Source: an optimization exercise on an open RTL-to-GDS flow (aim: small area). Production flows keep margins and buffers that such runs may drop.
Only simulation tests tie the RTL to the original design; equivalence was not proved.
Power figures rest on the tool's default switching activity, not on a simulated workload.

## oak
Design main, start of the top module:
module main #(
    parameter SIM_DEBOUNCE_TIMER = 20'd5,
    parameter SIM_GAME_TIMER     = 27'd100,
    parameter SIM_SHUFFLE_LIMIT  = 128
)(
    input        CLOCK_50,
    input  [3:0] KEY,
    output [17:0] LEDR,
    output [6:0] HEX0, HEX1,
    output [6:0] HEX4, HEX5
);
Size: ~0.011 sq mm of cells after synthesis.
==> flow/config.mk <==
export PLATFORM = sky130hd
export DESIGN_NAME = main
export DESIGN_NICKNAME = main
export VERILOG_FILES = /design/flow/design.v
export SDC_FILE = /design/flow/constraint.sdc
export NUM_CORES = 4
export LEC_CHECK = 0
export ABC_AREA = 1
export CAP_MARGIN = 0
export CORE_MARGIN = 2
export CORE_UTILIZATION = 75
export CTS_BUF_LIST = sky130_fd_sc_hd__clkbuf_16
export CTS_CLUSTER_DIAMETER = 100
export CTS_CLUSTER_SIZE = 30
export PLACE_DENSITY = 0.85
export SLEW_MARGIN = 0
==> flow/constraint.sdc <==
create_clock -name core_clock -period 10.0 [get_ports {CLOCK_50}]
set_input_delay 2.0000 -clock core_clock [delete_from_list [all_inputs] [get_ports {CLOCK_50}]]
set_output_delay 2.0000 -clock core_clock [all_outputs]
set_load 0.01 [all_outputs]
standard.sh (not shown) runs the stock make flow with config.mk's settings and CLKGATE_MAP_FILE= SYNTH_SCRIPT=/design/flow/synth_recipe.tcl, a recipe that flattens the netlist after the stock synthesis.
==> flow/flow/run.sh <==
#!/bin/bash
# Own layout flow: the standard flow, except that synthesis maps the logic
# for area only (ORFS synthesis with its ABC script replaced by flow/abc_area.script
# and without full-adder extraction; the flip-flops are mapped before ABC runs, so
# the registers are the standard synthesis's), and the ports are buffered with
# the smallest buffer.
set -euo pipefail
W=$(pwd)

# ORFS scripts folder with our ABC script in place of abc_area.script
mkdir -p "$W/scripts_area"
for f in "$FLOW_HOME"/scripts/*; do
    ln -sfn "$f" "$W/scripts_area/$(basename "$f")"
done
rm -f "$W/scripts_area/abc_area.script"
cp "$W/flow/abc_area.script" "$W/scripts_area/abc_area.script"

bash standard.sh SCRIPTS_DIR="$W/scripts_area" ADDER_MAP_FILE= synth > "$W/synth.log" 2>&1

# one tie cell for all constant outputs
export SKIP_REPAIR_TIE_FANOUT=1
export BUFFER_PORTS_ARGS="-buffer_cell sky130_fd_sc_hd__buf_1"
# the standard clock tree arguments, without dummy loads
export CTS_ARGS="-sink_clustering_enable -repair_clock_nets -sink_clustering_size 30 -sink_clustering_max_diameter 100 -buf_list sky130_fd_sc_hd__clkbuf_16 -dont_use_dummy_load"
bash standard.sh finish > "$W/layout.log" 2>&1
==> flow/flow/abc_area.script <==
strash
balance
rewrite
refactor
balance
rewrite
rewrite -z
balance
refactor -z
rewrite -z
balance
&get -n
&dc2
&dch
&nf -R 2000 -a
&put
topo
dnsize -c
Modified inputs, pine compared to oak
diff --git a/flow/flow/run.sh b/flow/flow/run.sh
--- a/flow/flow/run.sh
+++ b/flow/flow/run.sh
@@ -24 +24 @@
-export CTS_ARGS="-sink_clustering_enable -repair_clock_nets -sink_clustering_size 30 -sink_clustering_max_diameter 100 -buf_list sky130_fd_sc_hd__clkbuf_16 -dont_use_dummy_load"
+export CTS_ARGS="-sink_clustering_enable -repair_clock_nets -sink_clustering_size 30 -sink_clustering_max_diameter 100 -buf_list sky130_fd_sc_hd__clkbuf_16 -root_buf sky130_fd_sc_hd__clkbuf_8 -tree_buf sky130_fd_sc_hd__clkbuf_8 -sink_clustering_buffer sky130_fd_sc_hd__clkbuf_16 -dont_use_dummy_load"
Findings:
- In the flow results for pine and oak, the combinational share of power is smaller on oak.
- pine has more setup slack than oak.
- pine vs oak, proportion of cell area occupied by registers went up by 0.18 points.
- Between pine and oak, the difference in area of all placed cells without fillers is negligible.
- Looking at pine and oak, the routed wire length is a wash.
- Iteration count of the initial detailed-routing pass: pine < oak
- Taking oak as the reference, in pine post-layout total power lower, fraction of standard cell area in multi-input logic roughly the same.
Input changes introduced in birch (baseline for comparison: pine):
diff --git a/flow/flow/run.sh b/flow/flow/run.sh
--- a/flow/flow/run.sh
+++ b/flow/flow/run.sh
@@ -20,2 +19,0 @@
-# one tie cell for all constant outputs
-export SKIP_REPAIR_TIE_FANOUT=1
@@ -24 +22 @@
-export CTS_ARGS="-sink_clustering_enable -repair_clock_nets -sink_clustering_size 30 -sink_clustering_max_diameter 100 -buf_list sky130_fd_sc_hd__clkbuf_16 -root_buf sky130_fd_sc_hd__clkbuf_8 -tree_buf sky130_fd_sc_hd__clkbuf_8 -sink_clustering_buffer sky130_fd_sc_hd__clkbuf_16 -dont_use_dummy_load"
+export CTS_ARGS="-sink_clustering_enable -repair_clock_nets -sink_clustering_size 30 -sink_clustering_max_diameter 100 -buf_list sky130_fd_sc_hd__clkbuf_16 -dont_use_dummy_load"
## What came out
NOTE total design power pine->birch increased slightly
Diff pine -> birch: fraction of cell area in non-clock buffers ~0 delta, worst setup slack before clock tree synthesis -170 ps.
Comparing pine against birch, there is no change at all in number of tap instances.
Compared with pine, birch supports a lower clock frequency.
Compared pine against birch; wire length after detailed routing within noise.
Clock sink count: birch vs pine identical
Going from pine to birch, clock skew flat; placed wire-length estimate went down.
--- input diff birch..maple ---
Settings: putting GPL_TIMING_DRIVEN at 0 where nothing was set.
diff --git a/flow/flow/run.sh b/flow/flow/run.sh
--- a/flow/flow/run.sh
+++ b/flow/flow/run.sh
@@ -19,0 +20,3 @@
+# remove the buffers synthesis left on pass-through nets (placement is not
+# timing driven, so global placement does not remove them)
+export REMOVE_ABC_BUFFERS=1
==> comparison <==
birch → maple: worst hold slack increased by 4.8 ps relative to the old numbers, non-clock buffer count decreased by 1 relative to the old numbers, design area increased by 130 sq um relative to the old numbers. Cmp maple vs birch: layout filler cell count lower in maple. Worst setup slack, birch and maple, lower one = birch.

---

main, a different RTL version from the one above (not shown whole).
Size in the first run: ~930 cells after synthesis, ~280 flip-flops, roughly 51 I/O pins.
Settings: LEC_CHECK=0, ABC_AREA=1, CAP_MARGIN=0, CORE_MARGIN=2, CORE_UTILIZATION=65, CTS_BUF_LIST=sky130_fd_sc_hd__clkbuf_16, CTS_CLUSTER_DIAMETER=100, CTS_CLUSTER_SIZE=25, PLACE_DENSITY=0.75, SLEW_MARGIN=0; clock period 10.0 ns.
==> flow/flow/run.sh <==
#!/bin/bash
# Own layout flow: the standard flow, except that synthesis maps the logic
# for area only (ORFS synthesis with its ABC script replaced by flow/abc_area.script
# and without full-adder extraction; the flip-flops are mapped before ABC runs, so
# the registers are the standard synthesis's), and the ports are buffered with
# the smallest buffer.
set -euo pipefail
W=$(pwd)

# ORFS scripts folder with our ABC script in place of abc_area.script
mkdir -p "$W/scripts_area"
for f in "$FLOW_HOME"/scripts/*; do
    ln -sfn "$f" "$W/scripts_area/$(basename "$f")"
done
rm -f "$W/scripts_area/abc_area.script"
cp "$W/flow/abc_area.script" "$W/scripts_area/abc_area.script"

bash standard.sh SCRIPTS_DIR="$W/scripts_area" ADDER_MAP_FILE= synth > "$W/synth.log" 2>&1

export BUFFER_PORTS_ARGS="-buffer_cell sky130_fd_sc_hd__buf_1"
# the standard clock tree arguments, without dummy loads
export CTS_ARGS="-sink_clustering_enable -repair_clock_nets -sink_clustering_size 25 -sink_clustering_max_diameter 100 -buf_list sky130_fd_sc_hd__clkbuf_16 -dont_use_dummy_load"
bash standard.sh finish > "$W/layout.log" 2>&1
==> flow/flow/abc_area.script <==
strash
balance
rewrite
refactor
balance
rewrite
rewrite -z
balance
refactor -z
rewrite -z
balance
&get -n
&dch -f
&nf -R 1000 -a
&put
topo
dnsize -c
Change:
--- a/flow/flow/run.sh
+++ b/flow/flow/run.sh
@@ -21,2 +20,0 @@
-# the standard clock tree arguments, without dummy loads
-export CTS_ARGS="-sink_clustering_enable -repair_clock_nets -sink_clustering_size 25 -sink_clustering_max_diameter 100 -buf_list sky130_fd_sc_hd__clkbuf_16 -dont_use_dummy_load"
After rerunning:
- The changed run finished with timing, DRC and antenna clean
- worst setup slack got worse by 0.097 ns
- utilization climbs by 0.32 points
- via count is about the same
- flip-flop and latch count stays the same
- global-route usage is about the same
- synthesized area does not change
Change:
--- a/flow/flow/run.sh
+++ b/flow/flow/run.sh
@@ -20,0 +21,2 @@
+# the standard clock tree arguments, without dummy loads
+export CTS_ARGS="-sink_clustering_enable -repair_clock_nets -sink_clustering_size 25 -sink_clustering_max_diameter 100 -buf_list sky130_fd_sc_hd__clkbuf_16 -dont_use_dummy_load"
- CORE_UTILIZATION: 65 -> 75
- PLACE_DENSITY: 0.75 -> 0.85
Outcome: Clock power fell by a few percent; global-route usage rose by 4.1 points; final cell count fell by a few percent; utilization rose by 9.7 points; cell area fell slightly; critical path depth is unchanged; worst hold slack gets worse by 0.070 ns.
Change:
--- a/flow/flow/run.sh
+++ b/flow/flow/run.sh
@@ -22 +22 @@
-export CTS_ARGS="-sink_clustering_enable -repair_clock_nets -sink_clustering_size 25 -sink_clustering_max_diameter 100 -buf_list sky130_fd_sc_hd__clkbuf_16 -dont_use_dummy_load"
+export CTS_ARGS="-sink_clustering_enable -repair_clock_nets -sink_clustering_size 32 -sink_clustering_max_diameter 100 -buf_list sky130_fd_sc_hd__clkbuf_16 -dont_use_dummy_load"
- CTS_CLUSTER_SIZE: 25 -> 32
Worst setup slack degrades by 0.068 ns.
Final cell count stays flat.
Hold slack improves by 0.0082 ns.

re-timing with driven ports:
How much do the figures lean on ideal ports? The routed layouts below were timed once more, with nothing changed but the port constraints.
Step 1 sets driving cells, clkbuf_16 on the clock port and buf_2 on the other inputs (assumed; they add their load-dependent delay and slew).
Step 2 also shifts input and output timing later by t, the mid clock arrival at the registers, as if the neighbouring blocks saw the same clock.
a / b / c = no drivers / after step 1 / after step 2; a / b = the first two.
run | t (ns) | setup slack, ns | worst setup path after step 2 | pins driven straight from the clock port
oak | 0.505 | 2.818 / 2.818 / 2.818 | register to register | 1
pine | 0.544 | 2.996 / 2.996 / 2.996 | register to register | 1
birch | 0.508 | 2.852 / 2.852 / 2.852 | register to register | 1
maple | 0.500 | 2.899 / 2.899 / 2.899 | register to register | 1
the first run of note 2 | 0.520 | 2.729 / 2.729 / 2.729 | register to register | 1
the second run of note 2 | 0.527 | 2.632 / 2.632 / 2.632 | register to register | 1
the third run of note 2 | 0.504 | 2.629 / 2.629 / 2.629 | register to register | 1
the fourth run of note 2 | 0.520 | 2.561 / 2.561 / 2.561 | register to register | 1
After both steps setup and hold are still met in every run listed.
